This is an optimization exercise on Yosys and OpenROAD, whose aim is small area, a short achievable clock period and few clock cycles, not a production implementation. Where RTL was checked, it was by simulation tests only, not by an equivalence proof against the original. Power is estimated from default activity; no workload was simulated.

== xenon ==
// signed_right_shift_mplier
module signed_right_shift_mplier #(
    parameter N = 32
)(
    input                 clk,
    input                 rst_n,       
    input    [N-1:0]      mcand,
    input    [N-1:0]      mplier,
    output   [2*N-1:0]    product,
    output                done
);
    reg  [31:0] mc;           
    reg  [31:0] pl;           
    reg  [3:0]  e_one, e_two, e_neg;   
    reg  [32:0] S, C;         
    reg  [7:0]  sl, cl;       
    reg         cin;          
    reg  [31:0] ph;           
    reg  [3:0]  e_onen, e_twon, e_negn;   
    reg         first;        
    reg         firstn;       
    reg  [2:0]  cnt;
    reg         done_r;
    function [11:0] benc(input [8:0] b);
        integer k;
        reg x2, x1, x0;
        begin
            for (k = 0; k < 4; k = k + 1) begin
                x2 = b[2*k+2]; x1 = b[2*k+1]; x0 = b[2*k];
                benc[k]     = x1 ^ x0;                               
                benc[4+k]   = (x2 & ~x1 & ~x0) | (~x2 & x1 & x0);    
                benc[8+k]   = x2;                                    
            end
        end
    endfunction
    wire [11:0] enc_start = benc({mplier[7:0], 1'b0});
    wire [11:0] enc_next  = benc(pl[15:7]);
    wire [32:0] mx  = {mc[31], mc};
    wire [32:0] mx2 = {mc, 1'b0};
    wire [3:0]  one_h = ~e_onen, two_h = ~e_twon, neg_h = ~e_negn;
    wire [32:0] pp0, pp1, pp2, pp3;
    wire [32:0] sel0 = {({16{one_h[0]}} & mx[32:17]) | ({16{two_h[0]}} & mx2[32:17]),
                        ({17{e_one[0]}} & mx[16:0]) | ({17{e_two[0]}} & mx2[16:0])};
    wire [32:0] sel1 = {({16{one_h[1]}} & mx[32:17]) | ({16{two_h[1]}} & mx2[32:17]),
                        ({17{e_one[1]}} & mx[16:0]) | ({17{e_two[1]}} & mx2[16:0])};
    wire [32:0] sel2 = {({16{one_h[2]}} & mx[32:17]) | ({16{two_h[2]}} & mx2[32:17]),
                        ({17{e_one[2]}} & mx[16:0]) | ({17{e_two[2]}} & mx2[16:0])};
    wire [32:0] sel3 = {({16{one_h[3]}} & mx[32:17]) | ({16{two_h[3]}} & mx2[32:17]),
                        ({17{e_one[3]}} & mx[16:0]) | ({17{e_two[3]}} & mx2[16:0])};
  ...
==> flow/config.mk <==
export PLATFORM = sky130hd
export DESIGN_NAME = signed_right_shift_mplier
export DESIGN_NICKNAME = signed_right_shift_mplier
export VERILOG_FILES = /design/flow/design.v
export SDC_FILE = /design/flow/constraint.sdc
export NUM_CORES = 4
export LEC_CHECK = 0
export CAP_MARGIN = 20
export CORE_MARGIN = 2
export CORE_UTILIZATION = 40
export SETUP_SLACK_MARGIN = 2.6
export SLEW_MARGIN = 20
export SYNTH_HIERARCHICAL = 1
==> flow/constraint.sdc <==
create_clock -name core_clock -period 5.0 [get_ports {clk}]
set_input_delay 1.0000 -clock core_clock [delete_from_list [all_inputs] [get_ports {clk}]]
set_output_delay 1.0000 -clock core_clock [all_outputs]
set_load 0.01 [all_outputs]
standard.sh (not shown) runs the stock make flow with config.mk's settings and CLKGATE_MAP_FILE= SYNTH_SCRIPT=/design/flow/synth_recipe.tcl, a recipe that flattens the netlist after the stock synthesis.
==> flow/flow/run.sh <==
#!/bin/bash
# Standard ORFS layout, but with small buffers on the ports instead of the
# delay cells buffer_ports picks by default.  Each tool's output is logged
# by ORFS under orfs/logs; make's own output goes to flow_make.log.
set -euo pipefail
export BUFFER_PORTS_ARGS="-buffer_cell sky130_fd_sc_hd__buf_1"
bash standard.sh > flow_make.log 2>&1
Testbench counts of xenon, summed over its fixed seeds: cycles 48,000.
[inputs] sierra vs xenon
--- a/flow/config.mk
+++ b/flow/config.mk
@@ -8,6 +8,8 @@
 export CAP_MARGIN = 20
 export CORE_MARGIN = 2
-export CORE_UTILIZATION = 40
-export SETUP_SLACK_MARGIN = 2.6
+export CORE_UTILIZATION = 60
+export GPL_TIMING_DRIVEN = 1
+export PLACE_DENSITY = 0.7
+export SETUP_SLACK_MARGIN = 2.8
 export SLEW_MARGIN = 20
 export SYNTH_HIERARCHICAL = 1
### Flow results
- Comparing xenon against sierra, there is no change at all in synthesized area divided by synthesized cell count.
- Changes observed in sierra relative to xenon: finished layout cell area picked up an extra 1.4%, fraction of the yosys area taken by sequential cells neither gained nor lost much, routed wire length lost about 1%.
- sierra gives less y dimension of the die than xenon did.
- Going from xenon to sierra, the width of the die was found to have gone down by about 18%.
- Number of tap cells inserted ended up 163 lower on sierra than on xenon.
- Area growth from synthesis to final layout: sierra vs xenon up 1.5 points
- Delta (sierra minus xenon): total number of vias increased by about 3.4% relative to the old numbers; fraction of layout cells with a size suffix above 1 +4.6 points; global-route met2 utilization rose by 14 points.
- Of the two values seen for cell with the biggest individual delay on the critical path, edfxtp_1 was produced by sierra and buf_4 by xenon.
Relative to sierra, the following input files were edited for juniper:
--- a/flow/config.mk
+++ b/flow/config.mk
@@ -8,7 +8,7 @@
 export CAP_MARGIN = 20
 export CORE_MARGIN = 2
-export CORE_UTILIZATION = 60
-export GPL_TIMING_DRIVEN = 1
-export PLACE_DENSITY = 0.7
+export CORE_UTILIZATION = 40
+export CTS_BUF_LIST = sky130_fd_sc_hd__clkbuf_8
+export CTS_CLUSTER_SIZE = 30
 export SETUP_SLACK_MARGIN = 2.8
 export SLEW_MARGIN = 20
Notes after the runs:
- Every run (juniper and sierra) finished clean.
- For juniper, the termination of the worst setup path was ph[29], unlike sierra, where it was C[3].
- Compared with sierra, in juniper least setup slack across all paths after layout roughly the same, clock-pin slew of the registers on the worst-case setup and hold paths went up by 0.03 ns, highest clock rate held.
The following lists how maple was set up differently from juniper:
--- a/flow/config.mk
+++ b/flow/config.mk
@@ -8,8 +8,7 @@
 export CAP_MARGIN = 20
 export CORE_MARGIN = 2
-export CORE_UTILIZATION = 40
-export CTS_BUF_LIST = sky130_fd_sc_hd__clkbuf_8
-export CTS_CLUSTER_SIZE = 30
-export SETUP_SLACK_MARGIN = 2.8
+export CORE_UTILIZATION = 60
+export PLACE_DENSITY = 0.7
+export SETUP_SLACK_MARGIN = 2.85
 export SLEW_MARGIN = 20
 export SYNTH_HIERARCHICAL = 1
==> results.txt <==
- maple: flow completed, timing, DRC and antenna clean
- [maple] multi-input gate area in the final layout rose 120 um^2 relative to juniper
- In maple, the ratio of final minimum period to clock period came out 0.32 points above the value in juniper.
- Note that the final instance count without filler cells recorded for juniper amounts to 1.10 times the value seen in maple.
- In maple the global-route usage turned out 7.7 points higher than in juniper.
- maple: cell count of the worst reg-to-reg path 2 below juniper
- maple ended up with mc[9] as its timing startpoint of the critical path; juniper ended up with cl[1].
- Worst-case clock skew essentially unchanged between juniper and maple.

---

Setup of trial 85:
signed_right_shift_mplier, a different RTL version from the one above (not shown whole).
For scale: about 1100 cells after synthesis, about 200 flip-flops, about 130 I/O pins, about 0.013 mm^2 of cells after synthesis.
==> flow/config.mk <==
export PLATFORM = sky130hd
export DESIGN_NAME = signed_right_shift_mplier
export DESIGN_NICKNAME = signed_right_shift_mplier
export VERILOG_FILES = /design/flow/design.v
export SDC_FILE = /design/flow/constraint.sdc
export NUM_CORES = 4
export LEC_CHECK = 0
export CAP_MARGIN = 20
export CORE_MARGIN = 2
export CORE_UTILIZATION = 65
export PLACE_DENSITY = 0.75
export SETUP_SLACK_MARGIN = 2.5
export SLEW_MARGIN = 20
export SYNTH_HIERARCHICAL = 1
==> flow/constraint.sdc <==
create_clock -name core_clock -period 5.0 [get_ports {clk}]
set_input_delay 1.0000 -clock core_clock [delete_from_list [all_inputs] [get_ports {clk}]]
set_output_delay 1.0000 -clock core_clock [all_outputs]
set_load 0.01 [all_outputs]
Scripts as last shown in full above: flow/flow/run.sh
Inputs modified between trial 85 and build 18:
Settings: a change of SETUP_SLACK_MARGIN from 2.5 to 2.3; a change of CORE_UTILIZATION from 65 to 40; an added CTS_BUF_LIST of sky130_fd_sc_hd__clkbuf_4 sky130_fd_sc_hd__clkbuf_8; a deleted PLACE_DENSITY that had been 0.75.
### Flow results
- From trial 85 to build 18 the numbers moved as follows: post-route clock period utilization saw an increase; final period demand of the worst path now larger; cell area now smaller.
- Per the comparison of build 18 with trial 85, die area has increased, clock power share fell 1.9 points, number of buffers inserted to repair setup after CTS shows a reduction of 9, detailed route wirelength on metal3 lost 1.2 mm, final estimated routing congestion in global placement comparable.
- Synthesized instance count: build 18 vs trial 85 identical
- Looking at clock-buffer cell count across build 18 and trial 85, the one that comes out higher is trial 85.
No functional check of the RTL was part of any run of this note.

---

## run a
Another version of the RTL of signed_right_shift_mplier (not shown whole).
For scale: about 1200 cells after synthesis, roughly 190 flip-flops, ~130 I/O pins, about 13000 sq um of cells after synthesis.
Design signed_right_shift_mplier, start of the top module:
module signed_right_shift_mplier #(
    parameter N = 32
)(
    input                 clk,
    input                 rst_n,       
    input    [N-1:0]      mcand,
    input    [N-1:0]      mplier,
    output   [2*N-1:0]    product,
    output                done
);
    reg  [31:0] mc;           
    reg  [31:0] pl;           
    reg  [3:0]  e_one, e_two, e_neg;   
    reg  [32:0] S, C;         
    reg  [7:0]  sl, cl;       
    reg         cin;          
    reg  [31:0] ph;           
    reg         first;        
    reg  [2:0]  cnt;
    function [11:0] benc(input [8:0] b);
        integer k;
        reg x2, x1, x0;
        begin
            for (k = 0; k < 4; k = k + 1) begin
                x2 = b[2*k+2]; x1 = b[2*k+1]; x0 = b[2*k];
                benc[k]     = x1 ^ x0;                               
                benc[4+k]   = (x2 & ~x1 & ~x0) | (~x2 & x1 & x0);    
                benc[8+k]   = x2;                                    
            end
        end
    endfunction
    wire [11:0] enc_start = benc({mplier[7:0], 1'b0});
    wire [11:0] enc_next  = benc(pl[15:7]);
  ...
==> flow/config.mk <==
export PLATFORM = sky130hd
export DESIGN_NAME = signed_right_shift_mplier
export DESIGN_NICKNAME = signed_right_shift_mplier
export VERILOG_FILES = /design/flow/design.v
export SDC_FILE = /design/flow/constraint.sdc
export NUM_CORES = 4
export LEC_CHECK = 0
export CAP_MARGIN = 20
export CORE_MARGIN = 2
export CORE_UTILIZATION = 40
export SLEW_MARGIN = 20
==> flow/constraint.sdc <==
create_clock -name core_clock -period 5.0 [get_ports {clk}]
set_input_delay 1.0000 -clock core_clock [delete_from_list [all_inputs] [get_ports {clk}]]
set_output_delay 1.0000 -clock core_clock [all_outputs]
set_load 0.01 [all_outputs]
run.sh (not shown) runs the stock make flow with config.mk's settings and CLKGATE_MAP_FILE= SYNTH_SCRIPT=/design/flow/synth_recipe.tcl, a recipe that flattens the netlist after the stock synthesis.
Stock flow here: none of the scripts above is used.
Changes in run b relative to run a:
# run a
export LEC_CHECK = 0
export CAP_MARGIN = 20
export CORE_MARGIN = 2
export CORE_UTILIZATION = 40
export SLEW_MARGIN = 20
create_clock -name core_clock -period 5.0 [get_ports {clk}]
# run b
export LEC_CHECK = 0
export ABC_CLOCK_PERIOD_IN_PS = 2000
export CAP_MARGIN = 20
export CORE_MARGIN = 2
export CORE_UTILIZATION = 40
export SETUP_SLACK_MARGIN = 2.8
export SLEW_MARGIN = 20
create_clock -name core_clock -period 5.0 [get_ports {clk}]
[summary]
In the metrics for run a and run b, the one carrying the higher sequential power is run a.
Compared with run a, run b shows a sequential portion of the cell area that is 3.6 points lower.
Cells: run b has more instances than run a
In run b the post-layout total power turned out about 13% higher than in run a.
Final-layout worst hold slack ends up lower on run a.
The end of the critical path comes out ph[30] in one run and S[1] in the other, namely in run b and run a respectively.
Function was not checked in any run of this note: the RTL went through the layout flow alone.

---

Another version of the RTL of signed_right_shift_mplier (not shown whole).
Size in the first run: ~12000 sq um of cells after synthesis.
clock: 5.0 ns
lec_check: 0
cap_margin: 20
core_margin: 2
core_utilization: 40
setup_slack_margin: 2.5
slew_margin: 20
synth_hierarchical: 1
Rerun with:
==> flow/flow/run.sh (new file) <==
#!/bin/bash
# Standard ORFS layout, but with small buffers on the ports instead of the
# delay cells buffer_ports picks by default.  Each tool's output is logged
# by ORFS under orfs/logs; make's own output goes to flow_make.log.
set -euo pipefail
export BUFFER_PORTS_ARGS="-buffer_cell sky130_fd_sc_hd__buf_1"
bash standard.sh > flow_make.log 2>&1
==> flow/standard.sh (new file) <==
#!/bin/bash
# synth_recipe.tcl (not shown) runs the flow's synth.tcl, then flattens the netlist and writes it again
# the make line also repeats each setting of config.mk as NAME=value (left out here)
make -C /OpenROAD-flow-scripts/flow DESIGN_CONFIG=/design/flow/config.mk WORK_HOME=/design/flow/orfs CLKGATE_MAP_FILE= SYNTH_SCRIPT=/design/flow/synth_recipe.tcl "${@:-finish}"
SETUP_SLACK_MARGIN = 3.0   (was 2.5)
removed: flow/run.sh
The new run passed the timing, design-rule and antenna checks; worst setup slack gains 51 ps; design area rose by a few percent; wire length rose by a few percent; cell count rose by a few percent; count of clock-buffer cells in the layout is unchanged; global-route usage rose by 1.2 points; die area stays the same.
Rerun with:
SETUP_SLACK_MARGIN = 2.5   (was 3.0)
After rerunning:
- core utilization went down by 6.1 points
- clock power hardly moves
- maximum frequency came out higher slightly
- setup slack gets better by 10 ps
Rerun with:
==> flow/flow/run.sh (replaced) <==
#!/bin/bash
# Standard ORFS layout with two cell choices changed: small buffers on the
# ports instead of the delay cells buffer_ports picks by default, and no
# full/half-adder cells (ADDER_MAP_FILE empty), so abc maps the carry-save
# tree to XOR gates.  ORFS logs each tool under orfs/logs; make's own output
# goes to flow_make.log.
set -euo pipefail
export BUFFER_PORTS_ARGS="-buffer_cell sky130_fd_sc_hd__buf_1"
export ADDER_MAP_FILE=
bash standard.sh > flow_make.log 2>&1
SYNTH_HIERARCHICAL = 0   (was 1)
Non-clock buffer count went down by 76.
Total power rose by 9.6%.
Clock-buffer cell count shrinks by 1.
Global-route usage goes down by 0.83 points.
Worst setup slack loses 30 ps.
Wire length rose by 1.9%.
Clock skew stays flat.
Final area is lower by 1.5%.
Worst hold slack improves by 22 ps.
No functional check of the RTL was part of any run of this note.

---

== north ==
Another version of the RTL of signed_right_shift_mplier (not shown whole).
Size in the first run: roughly 1,100 cells after synthesis, roughly 130 I/O pins, roughly 0.012 sq mm of cells after synthesis.
Settings: LEC_CHECK=0, CAP_MARGIN=20, CORE_MARGIN=2, CORE_UTILIZATION=40, SLEW_MARGIN=20, SYNTH_HIERARCHICAL=1; clock period 5.0 ns.
standard.sh (not shown) runs the stock make flow with config.mk's settings and CLKGATE_MAP_FILE= SYNTH_SCRIPT=/design/flow/synth_recipe.tcl, a recipe that flattens the netlist after the stock synthesis.
==> flow/flow/run.sh <==
#!/bin/bash
# Standard ORFS layout, but with small buffers on the ports instead of the
# delay cells buffer_ports picks by default.  Each tool's output is logged
# by ORFS under orfs/logs; make's own output goes to flow_make.log.
set -euo pipefail
export BUFFER_PORTS_ARGS="-buffer_cell sky130_fd_sc_hd__buf_1"
bash standard.sh > flow_make.log 2>&1
In summary, north completed successfully, with a layout that passed the timing, design-rule and antenna checks.
Testbench counts of north, summed over its fixed seeds: cycles 48,000.
Here is what was changed in the inputs of south compared with north.
- SETUP_SLACK_MARGIN newly set to 2.5
### Flow results
- For the reported leakage power, south came in about 10% higher than north did.
- The sequential share of layout area reported for south is smaller than that of north by 2.4 points.
- Area of the multi-input gates (south vs. north) increases by a few percent
- north and south ended up with nearly the same power attributed to the clock group.
- The register-to-register slack reported for south is greater than that of north by 480 ps.
- Looking at number of cells on the critical path, south sits 1 higher than north does.
- [compare] base=north new=south: combined global-route utilization of all metal layers rose by 1.1 points, maximum operating frequency went up about 19%.
- Per the comparison of south with north, total wire length after detailed routing +2400 microns; TritonCTS sink count neither gained nor lost much.
- Compared with north, south ends up with a larger final cell area.
> inputs changed (south -> east)
==> flow/flow/run.sh <==
#!/bin/bash
# Standard ORFS layout with two cell choices changed: small buffers on the
# ports instead of the delay cells buffer_ports picks by default, and no
# full/half-adder cells (ADDER_MAP_FILE empty), so abc maps the carry-save
# tree to XOR gates.  ORFS logs each tool under orfs/logs; make's own output
# goes to flow_make.log.
set -euo pipefail
export BUFFER_PORTS_ARGS="-buffer_cell sky130_fd_sc_hd__buf_1"
export ADDER_MAP_FILE=
bash standard.sh > flow_make.log 2>&1
Notes after the runs:
- Per the comparison of east with south, utilization went down 3.8 points; post-synthesis share of cell area spent on and, or, nand and nor gates higher; cell count rose by 159.
- mc[28] as the critical path startpoint was reported by south, and first by east.
Edits applied to the flow inputs when going from east to west:
- SETUP_SLACK_MARGIN: 2.5 -> 3.0
[summary]
Looking at library cell contributing the largest single delay on the critical path, the sky130_fd_sc_hd__dfxtp_4 result is from east; the sky130_fd_sc_hd__edfxtp_1 one comes from west.
met2 layer usage reported by global route for west is higher than for east.
Timing, DRC, antenna: 0 failures across east and west
Compared to east, west has combinational power 24% higher.
Comparing east and west, wire length of the first global-routing pass is higher on west.
When the final numbers for east and west were put side by side, the power after layout turned out to be smaller in east.
Diff east -> west: clock skew shows an increase of 7.6 ps; design area shows an increase of about 23%.
From east to west the numbers moved as follows: depth of the worst register-to-register path shows an increase of 1, register-to-register slack shows an increase of 180 ps.

-- re-timing with driven ports --
The flow's constraints put no driver on any port. The routed layouts listed below were extracted and timed again, unchanged, in two steps. Step 1 sets driving cells, clkbuf_16 on the clock port and buf_2 on the other inputs (assumed; they add their load-dependent delay and slew). Step 2 adds t to the input delays and takes it off the output delays; t is the mean of the earliest and latest rising clock arrival at the registers after step 1. Input paths then give back, and output paths get back, about the clock's delay inside the block. Slacks: no drivers / after step 1 / after step 2; pairs: no drivers / after step 1.
run | shift t [ns] | slack for setup (ns) | worst setup path at the end | worst slew at a driven data input, ns | cell pins on the clock port's net
xenon | 0.493 | 2.666 / 2.621 / 2.597 | input to register | 0.05 | 1
sierra | 0.484 | 2.823 / 2.787 / 2.514 | input to register | 0.05 | 1
juniper | 0.544 | 2.826 / 2.812 / 2.597 | input to register | 0.04 | 1
maple | 0.482 | 2.810 / 2.810 / 2.554 | input to register | 0.04 | 1
trial 85 | 0.483 | 2.468 / 2.468 / 2.468 | register to register | 0.08 | 1
build 18 | 0.540 | 2.396 / 2.372 / 2.396 | register to register | 0.07 | 1
run a | 0.502 | 1.746 / 1.698 / 1.746 | register to register | 0.06 | 1
run b | 0.489 | 2.248 / 2.248 / 2.248 | register to register | 0.06 | 1
the first run of note 4 | 0.498 | 2.379 / 2.379 / 2.379 | register to register | 0.06 | 1
the second run of note 4 | 0.497 | 2.430 / 2.430 / 2.430 | register to register | 0.05 | 1
the third run of note 4 | 0.493 | 2.440 / 2.440 / 2.394 | input to register | 0.06 | 1
the fourth run of note 4 | 0.510 | 2.411 / 2.411 / 2.249 | input to register | 0.05 | 1
north | 0.506 | 1.950 / 1.935 / 1.950 | register to register | 0.05 | 1
south | 0.498 | 2.428 / 2.428 / 2.309 | input to register | 0.05 | 1
east | 0.498 | 2.535 / 2.535 / 2.300 | input to register | 0.09 | 1
west | 0.511 | 2.719 / 2.719 / 2.639 | input to register | 0.04 | 1
After both steps setup and hold are still met in every run listed. For sierra, which loses most, drivers alone change the setup slack by -0.036 ns; drivers and shift together by -0.309 ns.
